From an optimization exercise on the open Yosys and OpenROAD flow, aimed at small area and a short achievable clock period; shortcuts taken in it are not production practice.
Function was checked by simulation only, so behaviour that the tests miss may differ from the original.
Power is estimated from default activity; no workload was simulated.

[design/flow/config.mk]
export PLATFORM = sky130hd
export DESIGN_NAME = hw_cn119652311a_alu
export DESIGN_NICKNAME = hw_cn119652311a_alu
export VERILOG_FILES = /design/flow/design.v
export SDC_FILE = /design/flow/constraint.sdc
export NUM_CORES = 4
export LEC_CHECK = 0
export CAP_MARGIN = 20
export CORE_MARGIN = 2
export CORE_UTILIZATION = 40
export SLEW_MARGIN = 20
[design/flow/constraint.sdc]
create_clock -name core_clock -period 10.0 [get_ports {clk}]
set_input_delay 2.0000 -clock core_clock [delete_from_list [all_inputs] [get_ports {clk}]]
set_output_delay 2.0000 -clock core_clock [all_outputs]
set_load 0.01 [all_outputs]
[design/flow/design.v]
module hw_nti (
    input  [1:0] x,
    output reg [1:0] y
);
    always @(*) begin
        case (x)
            2'b00:   y = 2'b10;
            2'b01:   y = 2'b00;
            2'b10:   y = 2'b00;
            default: y = 2'b00;
        endcase
    end
endmodule
module hw_pti (
    input  [1:0] x,
    output reg [1:0] y
);
    always @(*) begin
        case (x)
            2'b00:   y = 2'b10;
            2'b01:   y = 2'b10;
            2'b10:   y = 2'b00;
            default: y = 2'b00;
        endcase
    end
endmodule
module hw_pb (
    input  [1:0] x,
    output reg [1:0] y
);
    always @(*) begin
        case (x)
            2'b00:   y = 2'b00;
            2'b01:   y = 2'b10;
            2'b10:   y = 2'b10;
            default: y = 2'b00;
        endcase
    end
endmodule
module hw_nb (
    input  [1:0] x,
    output reg [1:0] y
);
    always @(*) begin
        case (x)
            2'b00:   y = 2'b00;
            2'b01:   y = 2'b00;
            2'b10:   y = 2'b10;
            default: y = 2'b00;
        endcase
    end
endmodule
module hw_inc (
    input  [1:0] x,
    output reg [1:0] y
);
    always @(*) begin
        case (x)
            2'b00:   y = 2'b01;    
            2'b01:   y = 2'b10;    
            2'b10:   y = 2'b00;    
            default: y = 2'b00;
        endcase
    end
endmodule
module hw_dec (
    input  [1:0] x,
    output reg [1:0] y
);
    always @(*) begin
        case (x)
            2'b00:   y = 2'b10;    
            2'b01:   y = 2'b00;    
            2'b10:   y = 2'b01;    
            default: y = 2'b00;
        endcase
    end
endmodule
module hw_tsum (
    input  [1:0] a,
    input  [1:0] b,
    output reg [1:0] s
);
    wire [1:0] nti_a;      
    wire [1:0] pti_a;      
    wire [1:0] nti2_pti;   
    wire [1:0] inc_b;      
    wire [1:0] dec_b;      
    hw_nti u_nti1   (.x(a),     .y(nti_a));
    hw_pti u_pti    (.x(a),     .y(pti_a));
    hw_nti u_nti2   (.x(pti_a), .y(nti2_pti));
    hw_inc u_inc_b  (.x(b),     .y(inc_b));
    hw_dec u_dec_b  (.x(b),     .y(dec_b));
    wire a_is_0 = (nti_a == 2'b10);
    wire a_is_2 = (nti2_pti == 2'b10);
    wire a_is_1 = ~a_is_0 & ~a_is_2;
    always @(*) begin
        if (a_is_0)
            s = b;           
        else if (a_is_1)
            s = inc_b;       
        else
            s = dec_b;       
    end
endmodule
module hw_carry (
    input  [1:0] a,
    input  [1:0] b,
    output reg [1:0] c
);
    wire [1:0] pb_a, nb_a, pb_b, nb_b;
    hw_pb u_pb_a (.x(a), .y(pb_a));
    hw_nb u_nb_a (.x(a), .y(nb_a));
    hw_pb u_pb_b (.x(b), .y(pb_b));
    hw_nb u_nb_b (.x(b), .y(nb_b));
    always @(*) begin
        if ((nb_a == 2'b10 && pb_b == 2'b10) ||
            (pb_a == 2'b10 && nb_b == 2'b10))
            c = 2'b01;   
        else
            c = 2'b00;   
    end
endmodule
module hw_tha (
    input  [1:0] a,
    input  [1:0] b,
    output [1:0] sum,
    output [1:0] carry
);
    hw_tsum u_tsum  (.a(a), .b(b), .s(sum));
    hw_carry u_carry (.a(a), .b(b), .c(carry));
endmodule
module hw_tfa (
    input  [1:0] a,
    input  [1:0] b,
    input  [1:0] cin,
    output [1:0] sum,
    output reg [1:0] carry
);
    wire [1:0] sum_ab, carry_ab;
    wire [1:0] sum_abc, carry_sum;
    hw_tha u_tha1 (.a(a), .b(b), .sum(sum_ab), .carry(carry_ab));
    hw_tha u_tha2 (.a(sum_ab), .b(cin), .sum(sum_abc), .carry(carry_sum));
    assign sum = sum_abc;
    always @(*) begin
        if (carry_ab != 2'b00 || carry_sum != 2'b00)
            carry = 2'b01;
        else
            carry = 2'b00;
    end
endmodule
module hw_tmul (
    input  [1:0] a,
    input  [1:0] b,
    output reg [1:0] product,
    output reg [1:0] carry
);
    always @(*) begin
        case ({a, b})
            {2'b00, 2'b00}: begin product = 2'b00; carry = 2'b00; end
            {2'b00, 2'b01}: begin product = 2'b00; carry = 2'b00; end
            {2'b00, 2'b10}: begin product = 2'b00; carry = 2'b00; end
            {2'b01, 2'b00}: begin product = 2'b00; carry = 2'b00; end
            {2'b01, 2'b01}: begin product = 2'b01; carry = 2'b00; end
            {2'b01, 2'b10}: begin product = 2'b10; carry = 2'b00; end
            {2'b10, 2'b00}: begin product = 2'b00; carry = 2'b00; end
            {2'b10, 2'b01}: begin product = 2'b10; carry = 2'b00; end
            {2'b10, 2'b10}: begin product = 2'b01; carry = 2'b01; end  
            default:         begin product = 2'b00; carry = 2'b00; end
        endcase
    end
endmodule
module hw_atmul (
    input  [1:0] a,
    input  [1:0] b,
    output reg [1:0] product,
    output reg [1:0] carry
);
    always @(*) begin
        case ({a, b})
            {2'b00, 2'b00}: begin product = 2'b00; carry = 2'b00; end
            {2'b00, 2'b01}: begin product = 2'b00; carry = 2'b00; end
            {2'b00, 2'b10}: begin product = 2'b00; carry = 2'b00; end
            {2'b01, 2'b00}: begin product = 2'b00; carry = 2'b00; end
            {2'b01, 2'b01}: begin product = 2'b01; carry = 2'b00; end
            {2'b01, 2'b10}: begin product = 2'b10; carry = 2'b00; end
            {2'b10, 2'b00}: begin product = 2'b00; carry = 2'b00; end
            {2'b10, 2'b01}: begin product = 2'b10; carry = 2'b00; end
            {2'b10, 2'b10}: begin product = 2'b01; carry = 2'b00; end  
            default:         begin product = 2'b00; carry = 2'b00; end
        endcase
    end
endmodule
module hw_comp6 (
    input  [1:0] p1_in,    
    output [1:0] p1_out    
);
    hw_tsum u_add (.a(p1_in), .b(2'b10), .s(p1_out));
endmodule
module hw_comp9 (
    input  [1:0] p2_in,    
    output [1:0] p2_out    
);
    hw_tsum u_add (.a(p2_in), .b(2'b01), .s(p2_out));
endmodule
module hw_mul2x2 (
    input  [3:0] a,        
    input  [3:0] b,        
    input  [1:0] comp,     
    output [7:0] p         
);
    wire [1:0] a0 = a[1:0];
    wire [1:0] a1 = a[3:2];
    wire [1:0] b0 = b[1:0];
    wire [1:0] b1 = b[3:2];
    wire [1:0] pp_a0b0_prod, pp_a0b0_carry;   
    wire [1:0] pp_a0b1_prod, pp_a0b1_carry;   
    wire [1:0] pp_a1b0_prod, pp_a1b0_carry;   
    wire [1:0] pp_a1b1_prod, pp_a1b1_carry;   
    hw_tmul  u_pp00 (.a(a0), .b(b0), .product(pp_a0b0_prod), .carry(pp_a0b0_carry));
    hw_atmul u_pp01 (.a(a0), .b(b1), .product(pp_a0b1_prod), .carry(pp_a0b1_carry));
    hw_atmul u_pp10 (.a(a1), .b(b0), .product(pp_a1b0_prod), .carry(pp_a1b0_carry));
    hw_atmul u_pp11 (.a(a1), .b(b1), .product(pp_a1b1_prod), .carry(pp_a1b1_carry));
    wire [1:0] p0 = pp_a0b0_prod;
    wire [1:0] t1;    
    hw_tsum u_t1 (.a(pp_a0b1_prod), .b(pp_a1b0_prod), .s(t1));
    wire [1:0] p1_raw, c1;
    hw_tha u_tha1 (.a(t1), .b(pp_a0b0_carry), .sum(p1_raw), .carry(c1));
    wire [1:0] p1_comp6;
    hw_comp6 u_comp6 (.p1_in(p1_raw), .p1_out(p1_comp6));
    wire [1:0] p1 = (comp == 2'b01) ? p1_comp6 : p1_raw;
    wire [1:0] p2_raw, c2;
    hw_tha u_tha2 (.a(pp_a1b1_prod), .b(c1), .sum(p2_raw), .carry(c2));
    wire [1:0] p2_comp9;
    hw_comp9 u_comp9 (.p2_in(p2_raw), .p2_out(p2_comp9));
    wire [1:0] p2 = (comp == 2'b10) ? p2_comp9 : p2_raw;
    wire [1:0] p3_sum;
    hw_tsum u_p3 (.a(pp_a1b1_carry), .b(c2), .s(p3_sum));
    wire [1:0] p3 = p3_sum;
    assign p = {p3, p2, p1, p0};
endmodule
module hw_word_adder #(
    parameter WIDTH = 6
)(
    input  [2*WIDTH-1:0] a,
    input  [2*WIDTH-1:0] b,
    input  [1:0]         cin,
    output [2*WIDTH-1:0] sum,
    output [1:0]         cout
);
    wire [1:0] carry [0:WIDTH];
    assign carry[0] = cin;
    genvar i;
    generate
        for (i = 0; i < WIDTH; i = i + 1) begin : adder_chain
            hw_tfa u_tfa (
                .a(a[2*i+1 : 2*i]),
                .b(b[2*i+1 : 2*i]),
                .cin(carry[i]),
                .sum(sum[2*i+1 : 2*i]),
                .carry(carry[i+1])
            );
        end
    endgenerate
    assign cout = carry[WIDTH];
endmodule
module hw_mul6x6 (
    input  [11:0] a,        
    input  [11:0] b,        
    input  [1:0]  comp,     
    output [23:0] p         
);
    wire [3:0] a_l = a[3:0];     
    wire [3:0] a_m = a[7:4];     
    wire [3:0] a_h = a[11:8];    
    wire [3:0] b_l = b[3:0];
    wire [3:0] b_m = b[7:4];
    wire [3:0] b_h = b[11:8];
    wire [7:0] pp_ll, pp_lm, pp_lh;
    wire [7:0] pp_ml, pp_mm, pp_mh;
    wire [7:0] pp_hl, pp_hm, pp_hh;
    hw_mul2x2 u_ll (.a(a_l), .b(b_l), .comp(comp), .p(pp_ll));
    hw_mul2x2 u_lm (.a(a_l), .b(b_m), .comp(comp), .p(pp_lm));
    hw_mul2x2 u_lh (.a(a_l), .b(b_h), .comp(comp), .p(pp_lh));
    hw_mul2x2 u_ml (.a(a_m), .b(b_l), .comp(comp), .p(pp_ml));
    hw_mul2x2 u_mm (.a(a_m), .b(b_m), .comp(comp), .p(pp_mm));
    hw_mul2x2 u_mh (.a(a_m), .b(b_h), .comp(comp), .p(pp_mh));
    hw_mul2x2 u_hl (.a(a_h), .b(b_l), .comp(comp), .p(pp_hl));
    hw_mul2x2 u_hm (.a(a_h), .b(b_m), .comp(comp), .p(pp_hm));
    hw_mul2x2 u_hh (.a(a_h), .b(b_h), .comp(comp), .p(pp_hh));
    wire [23:0] aligned_ll = {16'b0, pp_ll};                                
    wire [23:0] aligned_lm = {12'b0, pp_lm, 4'b0};                          
    wire [23:0] aligned_lh = {8'b0,  pp_lh, 8'b0};                          
    wire [23:0] aligned_ml = {12'b0, pp_ml, 4'b0};                          
    wire [23:0] aligned_mm = {8'b0,  pp_mm, 8'b0};                          
    wire [23:0] aligned_mh = {4'b0,  pp_mh, 12'b0};                         
    wire [23:0] aligned_hl = {8'b0,  pp_hl, 8'b0};                          
    wire [23:0] aligned_hm = {4'b0,  pp_hm, 12'b0};                         
    wire [23:0] aligned_hh = {pp_hh, 16'b0};                                
    wire [23:0] sum_01, sum_23, sum_45, sum_67;
    wire [1:0]  co_01, co_23, co_45, co_67;
    hw_word_adder #(.WIDTH(12)) u_s1a (.a(aligned_ll), .b(aligned_lm),
                                        .cin(2'b00), .sum(sum_01), .cout(co_01));
    hw_word_adder #(.WIDTH(12)) u_s1b (.a(aligned_lh), .b(aligned_ml),
                                        .cin(2'b00), .sum(sum_23), .cout(co_23));
    hw_word_adder #(.WIDTH(12)) u_s1c (.a(aligned_mm), .b(aligned_mh),
                                        .cin(2'b00), .sum(sum_45), .cout(co_45));
    hw_word_adder #(.WIDTH(12)) u_s1d (.a(aligned_hl), .b(aligned_hm),
                                        .cin(2'b00), .sum(sum_67), .cout(co_67));
    wire [23:0] sum_0123, sum_4567;
    wire [1:0]  co_0123, co_4567;
    hw_word_adder #(.WIDTH(12)) u_s2a (.a(sum_01), .b(sum_23),
                                        .cin(2'b00), .sum(sum_0123), .cout(co_0123));
    hw_word_adder #(.WIDTH(12)) u_s2b (.a(sum_45), .b(sum_67),
                                        .cin(2'b00), .sum(sum_4567), .cout(co_4567));
    wire [23:0] sum_45678;
    wire [1:0]  co_45678;
    hw_word_adder #(.WIDTH(12)) u_s3 (.a(sum_4567), .b(aligned_hh),
                                       .cin(2'b00), .sum(sum_45678), .cout(co_45678));
    wire [1:0] co_final;
    hw_word_adder #(.WIDTH(12)) u_s4 (.a(sum_0123), .b(sum_45678),
                                       .cin(2'b00), .sum(p), .cout(co_final));
endmodule
module hw_cn119652311a_alu (
    input         clk,
    input         rst_n,
    input         wr_en,
    input         rd_en,
    input  [11:0] addr,     
    input  [31:0] wr_data,
    output reg [31:0] rd_data,
    output reg    irq
);
    reg [31:0] chip_id;
    reg [31:0] features;
    reg [31:0] vdd_ctrl;
    reg [31:0] vth_cfg;
    reg [31:0] operand_a;
    reg [31:0] operand_b;
    reg [31:0] operand_c;
    reg [31:0] operand_d;
    reg [31:0] alu_cmd;
    reg [31:0] alu_status;
    reg [31:0] alu_result;
    reg [31:0] gate_op;
    reg [31:0] gate_result;
    reg [31:0] approx_cfg;
    reg [31:0] comp_mode;
    reg [31:0] irq_status;
    reg [31:0] irq_enable;
    reg [31:0] wide_result [0:11];
    wire [1:0] inc_out, dec_out, nti_out, pti_out;
    wire [1:0] tsum_out;
    wire [1:0] tha_sum, tha_carry;
    wire [1:0] tfa_sum, tfa_carry;
    wire [1:0] tmul_prod, tmul_carry;
    wire [1:0] atmul_prod, atmul_carry;
    wire [7:0] mul2x2_out;
    wire [23:0] mul6x6_out;
    hw_inc  u_inc  (.x(operand_a[1:0]), .y(inc_out));
    hw_dec  u_dec  (.x(operand_a[1:0]), .y(dec_out));
    hw_nti  u_nti  (.x(operand_a[1:0]), .y(nti_out));
    hw_pti  u_pti  (.x(operand_a[1:0]), .y(pti_out));
    hw_tsum  u_tsum  (.a(operand_a[1:0]), .b(operand_b[1:0]), .s(tsum_out));
    hw_tha   u_tha   (.a(operand_a[1:0]), .b(operand_b[1:0]),
                      .sum(tha_sum), .carry(tha_carry));
    hw_tfa   u_tfa   (.a(operand_a[1:0]), .b(operand_b[1:0]),
                      .cin(operand_c[1:0]), .sum(tfa_sum), .carry(tfa_carry));
    hw_tmul  u_tmul  (.a(operand_a[1:0]), .b(operand_b[1:0]),
                      .product(tmul_prod), .carry(tmul_carry));
    hw_atmul u_atmul (.a(operand_a[1:0]), .b(operand_b[1:0]),
                      .product(atmul_prod), .carry(atmul_carry));
    hw_mul2x2 u_mul2x2 (.a(operand_a[3:0]), .b(operand_b[3:0]),
                         .comp(comp_mode[1:0]), .p(mul2x2_out));
    hw_mul6x6 u_mul6x6 (.a(operand_a[11:0]), .b(operand_b[11:0]),
                         .comp(comp_mode[1:0]), .p(mul6x6_out));
    localparam A_CHIP_ID    = 12'h000;
    localparam A_FEATURES   = 12'h004;
    localparam A_VDD_CTRL   = 12'h010;
    localparam A_VTH_CFG    = 12'h014;
    localparam A_GATE_OP    = 12'h020;
    localparam A_GATE_RESULT= 12'h024;
    localparam A_GATE_STATUS= 12'h028;
    localparam A_OP_A       = 12'h040;
    localparam A_OP_B       = 12'h044;
    localparam A_OP_C       = 12'h048;
    localparam A_OP_D       = 12'h04C;
    localparam A_ALU_CMD    = 12'h080;
    localparam A_ALU_STATUS = 12'h084;
    localparam A_ALU_RESULT = 12'h088;
    localparam A_APPROX_CFG = 12'h0C0;
    localparam A_COMP_MODE  = 12'h0C4;
    localparam A_IRQ_STATUS = 12'h200;
    localparam A_IRQ_ENABLE = 12'h204;
    localparam A_IRQ_CLEAR  = 12'h208;
    localparam OP_TSUM  = 4'd1;
    localparam OP_THA   = 4'd2;
    localparam OP_TFA   = 4'd3;
    localparam OP_TMUL  = 4'd4;
    localparam OP_ATMUL = 4'd5;
    localparam OP_WMUL2 = 4'd6;
    localparam OP_WMUL6 = 4'd7;
    localparam OP_COMP6 = 4'd8;
    localparam OP_COMP9 = 4'd9;
    integer j;
    always @(posedge clk or negedge rst_n) begin
        if (!rst_n) begin
            chip_id    <= 32'h48570001;   
            features   <= 32'h000001FF;   
            vdd_ctrl   <= 32'd1000;       
            vth_cfg    <= {8'd65, 8'd40, 8'd25, 8'd0};
            alu_status <= 32'h00000001;   
            alu_result <= 32'h0;
            gate_result<= 32'h0;
            irq_status <= 32'h0;
            irq_enable <= 32'h0;
            irq        <= 1'b0;
            approx_cfg <= 32'h0;
            comp_mode  <= 32'h0;
            operand_a  <= 32'h0;
            operand_b  <= 32'h0;
            operand_c  <= 32'h0;
            operand_d  <= 32'h0;
            alu_cmd    <= 32'h0;
            gate_op    <= 32'h0;
            for (j = 0; j < 12; j = j + 1)
                wide_result[j] <= 32'h0;
        end else begin
            if (wr_en) begin
                case (addr)
                    A_VDD_CTRL:  vdd_ctrl  <= wr_data;
                    A_VTH_CFG:   vth_cfg   <= wr_data;
                    A_OP_A:      operand_a <= wr_data;
                    A_OP_B:      operand_b <= wr_data;
                    A_OP_C:      operand_c <= wr_data;
                    A_OP_D:      operand_d <= wr_data;
                    A_APPROX_CFG:approx_cfg<= wr_data;
                    A_COMP_MODE: comp_mode <= wr_data;
                    A_IRQ_ENABLE:irq_enable<= wr_data;
                    A_IRQ_CLEAR: irq_status<= irq_status & ~wr_data;
                    A_GATE_OP: begin
                        gate_op <= wr_data;
                        case (wr_data[7:4])
                            4'h1: gate_result <= {30'b0, inc_out};
                            4'h2: gate_result <= {30'b0, dec_out};
                            4'h3: gate_result <= {30'b0, nti_out};
                            4'h4: gate_result <= {30'b0, pti_out};
                            default: gate_result <= 32'h0;
                        endcase
                    end
                    A_ALU_CMD: begin
                        alu_cmd <= wr_data;
                        alu_status <= 32'h00000002;  
                        case (wr_data[3:0])
                            OP_TSUM: begin
                                alu_result <= {30'b0, tsum_out};
                                alu_status <= 32'h00000001;
                            end
                            OP_THA: begin
                                alu_result <= {28'b0, tha_carry, tha_sum};
                                alu_status <= 32'h00000001;
                            end
                            OP_TFA: begin
                                alu_result <= {28'b0, tfa_carry, tfa_sum};
                                alu_status <= 32'h00000001;
                            end
                            OP_TMUL: begin
                                alu_result <= {28'b0, tmul_carry, tmul_prod};
                                alu_status <= 32'h00000001;
                            end
                            OP_ATMUL: begin
                                alu_result <= {28'b0, atmul_carry, atmul_prod};
                                alu_status <= 32'h00000001;
                            end
                            OP_WMUL2: begin
                                alu_result <= {24'b0, mul2x2_out};
                                alu_status <= 32'h00000001;
                            end
                            OP_WMUL6: begin
                                wide_result[0] <= {30'b0, mul6x6_out[1:0]};
                                wide_result[1] <= {30'b0, mul6x6_out[3:2]};
                                wide_result[2] <= {30'b0, mul6x6_out[5:4]};
                                wide_result[3] <= {30'b0, mul6x6_out[7:6]};
                                wide_result[4] <= {30'b0, mul6x6_out[9:8]};
                                wide_result[5] <= {30'b0, mul6x6_out[11:10]};
                                wide_result[6] <= {30'b0, mul6x6_out[13:12]};
                                wide_result[7] <= {30'b0, mul6x6_out[15:14]};
                                wide_result[8] <= {30'b0, mul6x6_out[17:16]};
                                wide_result[9] <= {30'b0, mul6x6_out[19:18]};
                                wide_result[10]<= {30'b0, mul6x6_out[21:20]};
                                wide_result[11]<= {30'b0, mul6x6_out[23:22]};
                                alu_result <= {8'b0, mul6x6_out};  
                                alu_status <= 32'h00000001;
                            end
                            default: begin
                                alu_result <= 32'h0;
                                alu_status <= 32'h00000001;
                            end
                        endcase
                        if (irq_enable[0]) begin
                            irq_status[0] <= 1'b1;
                            irq <= 1'b1;
                        end
                    end
                endcase
            end
            if (irq_status == 32'h0)
                irq <= 1'b0;
        end
    end
    always @(*) begin
        rd_data = 32'h0;
        if (rd_en) begin
            case (addr)
                A_CHIP_ID:    rd_data = chip_id;
                A_FEATURES:   rd_data = features;
                A_VDD_CTRL:   rd_data = vdd_ctrl;
                A_VTH_CFG:    rd_data = vth_cfg;
                A_GATE_OP:    rd_data = gate_op;
                A_GATE_RESULT:rd_data = gate_result;
                A_GATE_STATUS:rd_data = 32'h00000001;   
                A_OP_A:       rd_data = operand_a;
                A_OP_B:       rd_data = operand_b;
                A_OP_C:       rd_data = operand_c;
                A_OP_D:       rd_data = operand_d;
                A_ALU_CMD:    rd_data = alu_cmd;
                A_ALU_STATUS: rd_data = alu_status;
                A_ALU_RESULT: rd_data = alu_result;
                A_APPROX_CFG: rd_data = approx_cfg;
                A_COMP_MODE:  rd_data = comp_mode;
                A_IRQ_STATUS: rd_data = irq_status;
                A_IRQ_ENABLE: rd_data = irq_enable;
                12'h090: rd_data = wide_result[0];
                12'h094: rd_data = wide_result[1];
                12'h098: rd_data = wide_result[2];
                12'h09C: rd_data = wide_result[3];
                12'h0A0: rd_data = wide_result[4];
                12'h0A4: rd_data = wide_result[5];
                12'h0A8: rd_data = wide_result[6];
                12'h0AC: rd_data = wide_result[7];
                12'h0B0: rd_data = wide_result[8];
                12'h0B4: rd_data = wide_result[9];
                12'h0B8: rd_data = wide_result[10];
                12'h0BC: rd_data = wide_result[11];
                default:      rd_data = 32'h0;
            endcase
        end
    end
endmodule
[design/flow/run.sh]
#!/bin/bash
# synth_recipe.tcl (not shown) runs the flow's synth.tcl, then flattens the netlist and writes it again
# the make line also repeats each setting of config.mk as NAME=value (left out here)
make -C /OpenROAD-flow-scripts/flow DESIGN_CONFIG=/design/flow/config.mk WORK_HOME=/design/flow/orfs CLKGATE_MAP_FILE= SYNTH_SCRIPT=/design/flow/synth_recipe.tcl finish
==> implementation parameters <==
Parameter                              Value

Status
  Status  no timing/DRC/antenna violations

Placed design
  GPL Wtd Cong    0.920
  Detailed placement HPWL    62.1 mm
  Worst slack at placement    308 ps
  Placed Instance Area    29600 um2
  Placed cell count    3656
  Port Buffer Count    80

STA
  Number of failing setup endpoints in the final timing report    0
  Final-report max-slew violation count    0
  Transition at the pin with the smallest max-transition slack    1080 ps
  Fin Clk Skew    16.5 ps
  Headroom to the max-slew limit    0.280
  Maximum achievable frequency    107 MHz
  Worst setup slack after layout    696 ps
  Hold Fails Final Rpt    0
  Shortest period the worst path allows    9300 ps
  Final period utilization    0.930

Worst setup path
  Worst flop-to-flop path endpoint    alu_result[22]$_DFFE_PN0P_
  Peak fanout along the critical path    11
  Cell repeated most along the worst path    sky130_fd_sc_hd__ha_1
  Crit path required time    10420 ps
  Max stage delay cell, worst path    sky130_fd_sc_hd__dfrtp_1
  Worst setup slack for register-to-register paths    700 ps
  CP Launch Type    flop
  Crit path largest cell delay    600 ps
  Crit end category    flop
  WP data arrival    9720 ps
  Critical R2R Launch    operand_b[2]$_DFFE_PN0P_
  Worst setup path class    flop to flop
  Worst R2R Path Depth    42

Die
  Top Ports    81
  Floorplan die area    71500 um2
  Horiz. Die Dim    267 um
  Vertical die dimension    267 um
  Starting Density    0.404
  Rows    96
  Area of the core    68700 um2

Logic synthesis
  Count of state elements after synthesis    435
  Part of the Yosys area used for sequential elements    0.393
  Post-Synth Simple-Gate Area    0.120
  Largest family of logic cells by synthesized area    compound AO/OA/AOI/OAI gates
  Cell area after technology mapping    27800 um2
  Async set or reset register ratio after synthesis    1.00
  Average cell area after synthesis    10.0 um2
  Cell count after synthesis    2773
  Fraction of synthesized cell area in xor and xnor cells    0.0123
  Top FF cell, synth    sky130_fd_sc_hd__dfrtp_1
  Share of the synthesized area in the top cell type    0.380
  Synth top area cells    sky130_fd_sc_hd__dfrtp_1 (38%), sky130_fd_sc_hd__mux2_2 (15%), sky130_fd_sc_hd__ha_1 (6.5%), sky130_fd_sc_hd__nand2_1 (2.9%), sky130_fd_sc_hd__a221oi_1 (2.2%)
  Complex-gate fraction of the synthesized area    0.196
  Cell type with the highest aggregate area in the netlist    sky130_fd_sc_hd__dfrtp_1
  Post-synth EDFFs    0
  Multiplexer fraction of the synthesized cell area    0.169
  Library cells used by synthesis    106
  Number of warnings printed during yosys synthesis    14
  Adder-cell area share of the yosys netlist    0.0649

Drt
  Routed WL    91.9 mm
  Total number of vias    23100
  Drt pass-1 iters    6
  Antenna viol nets, final    0
  Routed wire per std cell    24.6 um
  Via density per instance    6.19
  Initial detailed-routing violation count    2023
  DRC violations left    0

Finish
  Final standard cell utilization of the core    0.452
  Final design area excluding fillers    31000 um2
  Area added between synthesis and finish    11.8%
  Number of standard cells in the layout, taps in and fillers out    3731
  Layout Nets    2962
  Fillers    6577
  Diode count    0
  Fraction of layout instances using a drive strength above 1    0.210

Clock tree
  Clock tree root buffer cell    sky130_fd_sc_hd__clkbuf_16
  Buffer depth of the longest clock path    3
  Number of buffers created by CTS    43
  Depth of the CTS H-tree    2
  Clk slew on worst S/H paths    70 ps
  CTS tree    done
  Post-CTS Hold Buffers    0
  Clk latency of the worst-skew pair    550 ps
  Number of sinks driven by the clock tree    435

GRT
  Via count of the first global-routing pass    22800
  Global router's overall resource usage    0.254
  Wire length of the first global-routing pass    139 mm
  GRT Residual Overflow    0
  Antenna violations before repair    5
  Maximum number of pins on one net before global-route repair    176

Min path
  Destination of the worst hold path    wide_result[5][1]$_DFFE_PN0P_
  Hold WC Path Type    flop to flop
  Worst hold path cell count    2
  Worst Min Path Start    wide_result[5][1]$_DFFE_PN0P_

Run
  Max-cap violations    0

Pwr
  Cell area power density    116 nW/um2
  Reported leakage power    13.9 nW
  Worst-case vdd ir drop    136 uV
report_power, final:
part	internal [W]	switching [W]
Combinational	0.0000508	0.000112
Clock	0.000957	0.000696
Sequential	0.00177	0.00000478
cell families (layout without fill, tap and decap cells):
logic type | Yosys count | in the layout
buffers and inverters | 315 | 334
other | 2 | 10
xor gates and xnor gates | 38 | 38
AOI/OAI and AO/OA | 754 | 754
adders and majority gates | 144 | 144
DFF | 435 | 435
and+or+nand+nor | 662 | 662
muxes | 423 | 423
flip-flops by register name, summed over array words and instances, names as in the netlist:
register     cells
approx_cfg      32
alu_result      24
comp_mode       32
alu_cmd         32
operand_c       32
operand_d       32
operand_b       32
irq              1
vdd_ctrl        32
irq_status      32
vth_cfg         32
wide_result     24
operand_a       32
gate_op         32
gate_result      2
irq_enable      32
per-stage QoR:
stage               total power (W)  hold slack (ps)  setup TNS [ps]
finish                      0.00359              469               0
global route                0.00369              484           -28.0
CTS                         0.00361              474               0
detailed placement          0.00197              459               0
global placement            0.00196              456               0
floorplan                   0.00188              433               0
cell usage in the layout (no fill, tap or decap), drive strengths merged, types with 38 or more instances in the layout:
| cell | synthesis | layout |
|---|---|---|
| a221oi | 70 | 70 |
| nor2b | 38 | 38 |
| ha | 144 | 144 |
| nand2b | 40 | 40 |
| o21ai | 110 | 110 |
| a22o | 58 | 58 |
| a31oi | 64 | 64 |
| nor2 | 139 | 139 |
| a22oi | 78 | 78 |
| a21oi | 111 | 111 |
| clkbuf | 142 | 64 |
| o22ai | 40 | 40 |
| nor3 | 44 | 44 |
| nand3 | 41 | 41 |
| clkdlybuf4s50 | 0 | 79 |
| nand2 | 213 | 213 |
| inv | 116 | 117 |
| mux2 | 372 | 372 |
| buf | 57 | 64 |
| mux2i | 51 | 51 |
| dfrtp | 422 | 422 |
cell type report:
class                   instances  area (um2)  share of cell area
inverters                     116         435              0.0140
flip-flops and latches        435       10900               0.351
repair buffers                143        1290              0.0417
multi-input cells            2031       15800               0.510
clock inverters                11         136             0.00439
clock buffers                  64        1270              0.0411
well taps                     931        1160              0.0375
worst max-delay path, delay by kind of cell (launching register included):
kind / cells / cell delay, ps
xor gates and xnor gates: 2 / 360
muxes: 2 / 550
and+or+nand+nor: 10 / 1970
AOI/OAI and AO/OA: 19 / 3710
buffers and inverters: 2 / 130
DFF: 1 / 600
adders and majority gates: 7 / 1830
timing repair:
action,in CTS,in global routing
endpoints found under the setup margin,0,10
buffers inserted,0,0
gates resized for setup,0,8
Yosys cell counts (6+ instances only):
| library cell | n |
|---|---|
| sky130_fd_sc_hd__a211oi_1 | 15 |
| sky130_fd_sc_hd__a21boi_0 | 33 |
| sky130_fd_sc_hd__a21o_1 | 19 |
| sky130_fd_sc_hd__a21oi_1 | 111 |
| sky130_fd_sc_hd__a221o_1 | 12 |
| sky130_fd_sc_hd__a221oi_1 | 70 |
| sky130_fd_sc_hd__a222oi_1 | 23 |
| sky130_fd_sc_hd__a22o_1 | 58 |
| sky130_fd_sc_hd__a22oi_1 | 77 |
| sky130_fd_sc_hd__a31o_2 | 6 |
| sky130_fd_sc_hd__a31oi_1 | 63 |
| sky130_fd_sc_hd__a32oi_1 | 6 |
| sky130_fd_sc_hd__and2_1 | 12 |
| sky130_fd_sc_hd__and3_1 | 20 |
| sky130_fd_sc_hd__buf_1 | 36 |
| sky130_fd_sc_hd__buf_2 | 12 |
| sky130_fd_sc_hd__buf_4 | 7 |
| sky130_fd_sc_hd__clkbuf_1 | 140 |
| sky130_fd_sc_hd__dfrtp_1 | 422 |
| sky130_fd_sc_hd__dfstp_2 | 13 |
| sky130_fd_sc_hd__ha_1 | 144 |
| sky130_fd_sc_hd__inv_1 | 116 |
| sky130_fd_sc_hd__mux2_2 | 370 |
| sky130_fd_sc_hd__mux2i_1 | 50 |
| sky130_fd_sc_hd__nand2_1 | 212 |
| sky130_fd_sc_hd__nand2b_1 | 40 |
| sky130_fd_sc_hd__nand3_1 | 41 |
| sky130_fd_sc_hd__nand3b_1 | 19 |
| sky130_fd_sc_hd__nand4_1 | 15 |
| sky130_fd_sc_hd__nor2_1 | 139 |
| sky130_fd_sc_hd__nor2b_1 | 38 |
| sky130_fd_sc_hd__nor3_1 | 43 |
| sky130_fd_sc_hd__nor3b_1 | 10 |
| sky130_fd_sc_hd__nor4_1 | 24 |
| sky130_fd_sc_hd__o211ai_1 | 13 |
| sky130_fd_sc_hd__o21a_1 | 11 |
| sky130_fd_sc_hd__o21ai_0 | 104 |
| sky130_fd_sc_hd__o221ai_1 | 10 |
| sky130_fd_sc_hd__o22a_1 | 6 |
| sky130_fd_sc_hd__o22ai_1 | 39 |
| sky130_fd_sc_hd__o31ai_1 | 10 |
| sky130_fd_sc_hd__or3_1 | 6 |
| sky130_fd_sc_hd__xnor2_1 | 28 |
| sky130_fd_sc_hd__xor2_1 | 9 |
worst max path at each step:
stage,from,endpoint,slack (ps),cells past startpoint
after global placement,operand_b[0]$_DFFE_PN0P_,alu_result[22]$_DFFE_PN0P_,620,41
final,operand_b[2]$_DFFE_PN0P_,alu_result[22]$_DFFE_PN0P_,700,42
after floorplan,operand_b[0]$_DFFE_PN0P_,alu_result[22]$_DFFE_PN0P_,1390,46
after detailed placement,operand_b[0]$_DFFE_PN0P_,alu_result[22]$_DFFE_PN0P_,310,41
after CTS,operand_b[0]$_DFFE_PN0P_,alu_result[22]$_DFFE_PN0P_,280,41
after global routing,operand_b[2]$_DFFE_PN0P_,alu_result[22]$_DFFE_PN0P_,-30,40
metal layers:
layer  share of wire  wire length [um]  global-route usage  up-vias
met1            0.42             39100               0.334    11800
met4           0.041              3740              0.0977        6
met3           0.059              5430              0.0257      191
met2            0.47             43700               0.430      836
met5         0.00050                46                   0        -
li1                -                 -                   -    10300

==> re-timing with driven ports <==
The results above use ideal ports. As a check the final layout listed here was re-extracted and re-timed, cells and wires unchanged. Step 1, drivers: a clkbuf_16 drives clk and a buf_2 each remaining input, both assumed. Step 2, shift: input delay + t, output delay - t, t = (earliest + latest rising clock arrival at the registers) / 2. This alone moves slack from input paths to output paths. a / b / c = ideal / step 1 / step 2; a / b = the first two.
shift t [ns]: 0.606
slack for setup (ns): 0.696 / 0.696 / 0.696
hold slack, ns: 0.469 / 0.469 / 0.469
worst register clock-pin slew, ns: 0.07 / 0.07
After both steps this run still meets setup and hold. The setup slack of this run moves by 0.000 ns with the drivers and by 0.000 ns with both steps.
